This design comes from an exercise in tuning for small area, a short achievable clock period and few clock cycles per item on the open sky130 flow, not from production work. Function was checked by simulation only, so behaviour that the tests miss may differ from the original.

==> 01-03: inputs <==
Design pm32, start of the top module:
module pm32 (
    input wire          clk,
    input wire          rst,
    input wire          start,
    input wire  [31:0]  mc,
    input wire  [31:0]  mp,
    output reg  [63:0]  p,
    output reg          done,
    input wire          op  
);
clock: 3.0 ns
lec_check: 0
cap_margin: 20
core_margin: 2
core_utilization: 40
place_density: 0.6
slew_margin: 20
standard.sh (not shown) runs the stock make flow with config.mk's settings and CLKGATE_MAP_FILE= SYNTH_SCRIPT=/design/flow/synth_recipe.tcl, a recipe that flattens the netlist after the stock synthesis.
==> flow/flow/run.sh <==
#!/bin/bash
# Layout: the standard flow (standard synthesis unchanged), except that
#  - the port buffers that global placement inserts are sky130_fd_sc_hd__buf_1 cells,
#  - timing repair aims for 0.4 ns of setup slack,
#  - the core is 60% utilised with placement density 0.75,
#  - timing repair may resize a cell to any footprint.
# The output of each step is kept in its own log file in this folder.
set -euo pipefail
cd "$(dirname "$0")/.."
bash standard.sh synth > flow_synth.log 2>&1
bash standard.sh "BUFFER_PORTS_ARGS=-buffer_cell sky130_fd_sc_hd__buf_1" SETUP_SLACK_MARGIN=0.4 \
  CORE_UTILIZATION=60 PLACE_DENSITY=0.75 MATCH_CELL_FOOTPRINT=0 finish > flow_layout.log 2>&1
==> inputs of 11-16, as changes to 01-03 <==
==> flow/flow/run.sh (replaced) <==
#!/bin/bash
# Layout: the standard flow (standard synthesis unchanged), except that the
# port buffers that global placement inserts are sky130_fd_sc_hd__buf_1 cells
# and timing repair aims for 0.2 ns of setup slack.
# The output of each step is kept in its own log file in this folder.
set -euo pipefail
cd "$(dirname "$0")/.."
bash standard.sh synth > flow_synth.log 2>&1
bash standard.sh "BUFFER_PORTS_ARGS=-buffer_cell sky130_fd_sc_hd__buf_1" SETUP_SLACK_MARGIN=0.2 finish > flow_layout.log 2>&1
==> inputs of 05-12, as changes to 01-03 <==
==> flow/flow/run.sh (replaced) <==
#!/bin/bash
# Layout: the standard flow (standard synthesis unchanged), except that
#  - the port buffers that global placement inserts are sky130_fd_sc_hd__buf_1 cells,
#  - timing repair aims for 0.3 ns of setup slack,
#  - the core is 70% utilised with placement density 0.85,
#  - timing repair may resize a cell to any footprint.
# The output of each step is kept in its own log file in this folder.
set -euo pipefail
cd "$(dirname "$0")/.."
bash standard.sh synth > flow_synth.log 2>&1
bash standard.sh "BUFFER_PORTS_ARGS=-buffer_cell sky130_fd_sc_hd__buf_1" SETUP_SLACK_MARGIN=0.3 \
  CORE_UTILIZATION=70 PLACE_DENSITY=0.85 MATCH_CELL_FOOTPRINT=0 finish > flow_layout.log 2>&1
==> results.txt <==
In count of clock-buffer cells in the layout, 01-03 and 11-16 do not differ. 05-12 completed with no timing, DRC or antenna violations. 11-16 produced a clean layout. 01-03 produced a clean layout. Final area: 01-03 > 11-16 > 05-12. The lowest first-iteration DRC count belongs to 11-16, the highest to 05-12. Fmax, lowest first: 05-12, 11-16, 01-03. In area after synthesis, 05-12 and 01-03 do not differ.
==> figures <==
metric	11-16	01-03	05-12
CP most frequent cell	sky130_fd_sc_hd__fa_2	sky130_fd_sc_hd__fa_2	sky130_fd_sc_hd__fa_1
Peak clock frequency supported by timing	367 MHz	369 MHz	362 MHz
DP Worst Slack	-0.0140 ns	-0.0401 ns	-0.0288 ns
End-of-flow core utilization	47.3%	71.1%	81.8%
Outcome	timing/DRC/antenna clean	timing/DRC/antenna clean	timing/DRC/antenna clean
Tightest hold margin	0.0758 ns	0.0642 ns	0.0722 ns
Source of the critical timing path	ci	ci	busy
Stages on the worst setup path	11	9	7
Max_slew headroom	51.1%	69.0%	68.2%
Count of buffers not belonging to the clock network in the layout	163	161	164
Critical-path maximum fanout	3	3	27
Area Overhead vs Synth	15.3%	15.8%	15.1%
Testbench counts of 01-03, summed over its fixed seeds: cycles 21,608, items 2,400.
Testbench counts of 11-16, summed over its fixed seeds: cycles 21,608, items 2,400.
Testbench counts of 05-12, summed over its fixed seeds: cycles 21,608, items 2,400.


==> v23 <==
pm32 again, from the RTL that the note above started with.
Settings: LEC_CHECK=0, CAP_MARGIN=20, CORE_MARGIN=2, CORE_UTILIZATION=40, PLACE_DENSITY=0.6, SLEW_MARGIN=20; clock period 3.0 ns.
==> flow/flow/run.sh <==
#!/bin/bash
# Layout: the standard flow (standard synthesis unchanged), except that
#  - the port buffers that global placement inserts are sky130_fd_sc_hd__buf_1 cells,
#  - timing repair aims for 0.3 ns of setup slack,
#  - the core is 60% utilised with placement density 0.75,
#  - clock tree clusters of up to 50 flip-flops within 100 um.
# The output of each step is kept in its own log file in this folder.
set -euo pipefail
cd "$(dirname "$0")/.."
bash standard.sh synth > flow_synth.log 2>&1
bash standard.sh "BUFFER_PORTS_ARGS=-buffer_cell sky130_fd_sc_hd__buf_1" SETUP_SLACK_MARGIN=0.3 \
  CORE_UTILIZATION=60 PLACE_DENSITY=0.75 CTS_CLUSTER_SIZE=50 CTS_CLUSTER_DIAMETER=100 finish > flow_layout.log 2>&1
==> inputs of v5, as changes to v23 <==
==> flow/flow/run.sh (replaced) <==
#!/bin/bash
# Layout: the standard flow (standard synthesis unchanged), except that the
# port buffers that global placement inserts are sky130_fd_sc_hd__buf_1 cells
# and timing repair aims for 0.3 ns of setup slack.
# The output of each step is kept in its own log file in this folder.
set -euo pipefail
cd "$(dirname "$0")/.."
bash standard.sh synth > flow_synth.log 2>&1
bash standard.sh "BUFFER_PORTS_ARGS=-buffer_cell sky130_fd_sc_hd__buf_1" SETUP_SLACK_MARGIN=0.3 finish > flow_layout.log 2>&1
==> inputs of v18, as changes to v23 <==
==> flow/flow/run.sh (replaced) <==
#!/bin/bash
# Layout: the standard flow (standard synthesis unchanged), except that
#  - the port buffers that global placement inserts are sky130_fd_sc_hd__buf_1 cells,
#  - timing repair aims for 0.5 ns of setup slack and may resize a cell to any
#    footprint (MATCH_CELL_FOOTPRINT=0).
# The output of each step is kept in its own log file in this folder.
set -euo pipefail
cd "$(dirname "$0")/.."
bash standard.sh synth > flow_synth.log 2>&1
bash standard.sh "BUFFER_PORTS_ARGS=-buffer_cell sky130_fd_sc_hd__buf_1" SETUP_SLACK_MARGIN=0.5 \
  MATCH_CELL_FOOTPRINT=0 finish > flow_layout.log 2>&1
==> inputs of v30, as changes to v23 <==
--- a/flow/flow/run.sh
+++ b/flow/flow/run.sh
@@ -5,3 +5,3 @@
 #  - the core is 60% utilised with placement density 0.75,
-#  - clock tree clusters of up to 50 flip-flops within 100 um.
+#  - timing repair may resize a cell to any footprint.
 # The output of each step is kept in its own log file in this folder.
@@ -11,2 +11,2 @@
 bash standard.sh "BUFFER_PORTS_ARGS=-buffer_cell sky130_fd_sc_hd__buf_1" SETUP_SLACK_MARGIN=0.3 \
-  CORE_UTILIZATION=60 PLACE_DENSITY=0.75 CTS_CLUSTER_SIZE=50 CTS_CLUSTER_DIAMETER=100 finish > flow_layout.log 2>&1
+  CORE_UTILIZATION=60 PLACE_DENSITY=0.75 MATCH_CELL_FOOTPRINT=0 finish > flow_layout.log 2>&1
==> comparison table <==
item                                                                                 v18                      v23                      v30                       v5
Arr. time, crit path                                                             3.01 ns                  2.86 ns                  2.83 ns                  2.85 ns
First-pass GRT wire length                                                       35.3 mm                  33.2 mm                  33.8 mm                  35.8 mm
Result of the run                                                complete, no violations  complete, no violations  complete, no violations  complete, no violations
Met2 Track Usage GR                                                                0.295                    0.405                    0.402                    0.310
Post-place instance area                                                    0.00998 mm^2             0.00981 mm^2             0.00978 mm^2             0.00998 mm^2
Synth-to-Final Area Change                                                         22.7%                    13.0%                    12.2%                    15.2%
Routing usage on met1                                                              0.261                    0.365                    0.383                    0.255
Max-slew headroom at the worst pin                                                 0.450                    0.639                    0.645                    0.520
Clock transition at the registers of the reported paths                          0.07 ns                  0.06 ns                  0.06 ns                  0.07 ns
Fillers                                                                             2053                     1186                     1171                     2158
Share of the core filled with cells in the final layout                            0.503                    0.694                    0.689                    0.472
Slowest library cell on the worst path                             sky130_fd_sc_hd__fa_1    sky130_fd_sc_hd__fa_2    sky130_fd_sc_hd__ha_1    sky130_fd_sc_hd__fa_2
Clock latency reported for the late side of the worst-skew pair                  0.43 ns                  0.43 ns                  0.43 ns                  0.44 ns
Area of the multi-input gates                                               0.00569 mm^2             0.00527 mm^2             0.00518 mm^2             0.00521 mm^2
Clock skew                                                                    0.00921 ns               0.00706 ns               0.00705 ns               0.00923 ns
Worst-Margin Slew                                                               0.825 ns                 0.541 ns                 0.533 ns                 0.720 ns
Startpoint of the most critical register-to-register path                 busy$_DFF_PP0_            ss[0]$_DFF_P_            cs[4]$_DFF_P_            ss[0]$_DFF_P_
Summed area of non-filler cells in the final layout                          0.0114 mm^2              0.0105 mm^2              0.0105 mm^2              0.0107 mm^2
Worst flop-to-flop path endpoint                                              ci$_DFF_P_          p[62]$_DFFE_PP_          p[57]$_DFFE_PP_          p[62]$_DFFE_PP_
Max stage delay on crit path                                                     0.52 ns                  0.42 ns                  0.38 ns                  0.42 ns
Required time reported for the critical path endpoint                            3.32 ns                  3.18 ns                  3.17 ns                  3.19 ns
Final Net Count                                                                     1168                     1153                     1148                     1153
Initial standard-cell utilization of the core                                      0.410                    0.614                    0.614                    0.410
Final estimated routing congestion in global placement                             0.869                    0.946                    0.944                    0.842
HPWL after DPL                                                                   17.4 mm                  15.5 mm                  15.7 mm                  17.9 mm
Testbench counts of v23, summed over its fixed seeds: cycles 21,608, items 2,400.
Testbench counts of v5, summed over its fixed seeds: cycles 21,608, items 2,400.
Testbench counts of v18, summed over its fixed seeds: cycles 21,608, items 2,400.
Testbench counts of v30, summed over its fixed seeds: cycles 21,608, items 2,400.

-- re-timing with driven ports --
Ports are ideal in the flow. The routed layouts listed here were re-timed in OpenROAD. Step 1, drivers: a clkbuf_16 drives clk and a buf_2 each remaining input, both assumed. Step 2 moves the port delays by t, midway between the first and last clock arrival at a register: inputs arrive t later, outputs are due t later. That takes back most of the time a late clock gives input paths. Slacks: no drivers / after step 1 / after step 2; pairs: no drivers / after step 1.
run | shift t [ns] | setup slack, ns | hold slack, ns | worst setup path after step 2
01-03 | 0.472 | 0.287 / 0.287 / -0.023 | 0.064 / 0.041 / 0.404 | input to register
11-16 | 0.470 | 0.276 / 0.276 / -0.022 | 0.076 / 0.052 / 0.406 | input to register
05-12 | 0.469 | 0.238 / 0.238 / -0.039 | 0.072 / 0.049 / 0.408 | input to register
v23 | 0.471 | 0.325 / 0.325 / -0.058 | 0.075 / 0.052 / 0.406 | input to register
v5 | 0.478 | 0.340 / 0.340 / 0.025 | 0.073 / 0.050 / 0.405 | input to register
v18 | 0.475 | 0.319 / 0.319 / -0.001 | 0.064 / 0.040 / 0.403 | input to register
v30 | 0.472 | 0.342 / 0.342 / -0.032 | 0.074 / 0.050 / 0.404 | input to register
Met with ideal ports but missed after step 2: setup timing in 6 of these runs. The setup slack of v23, which loses most, moves by 0.000 ns with the drivers and by -0.383 ns with both steps.
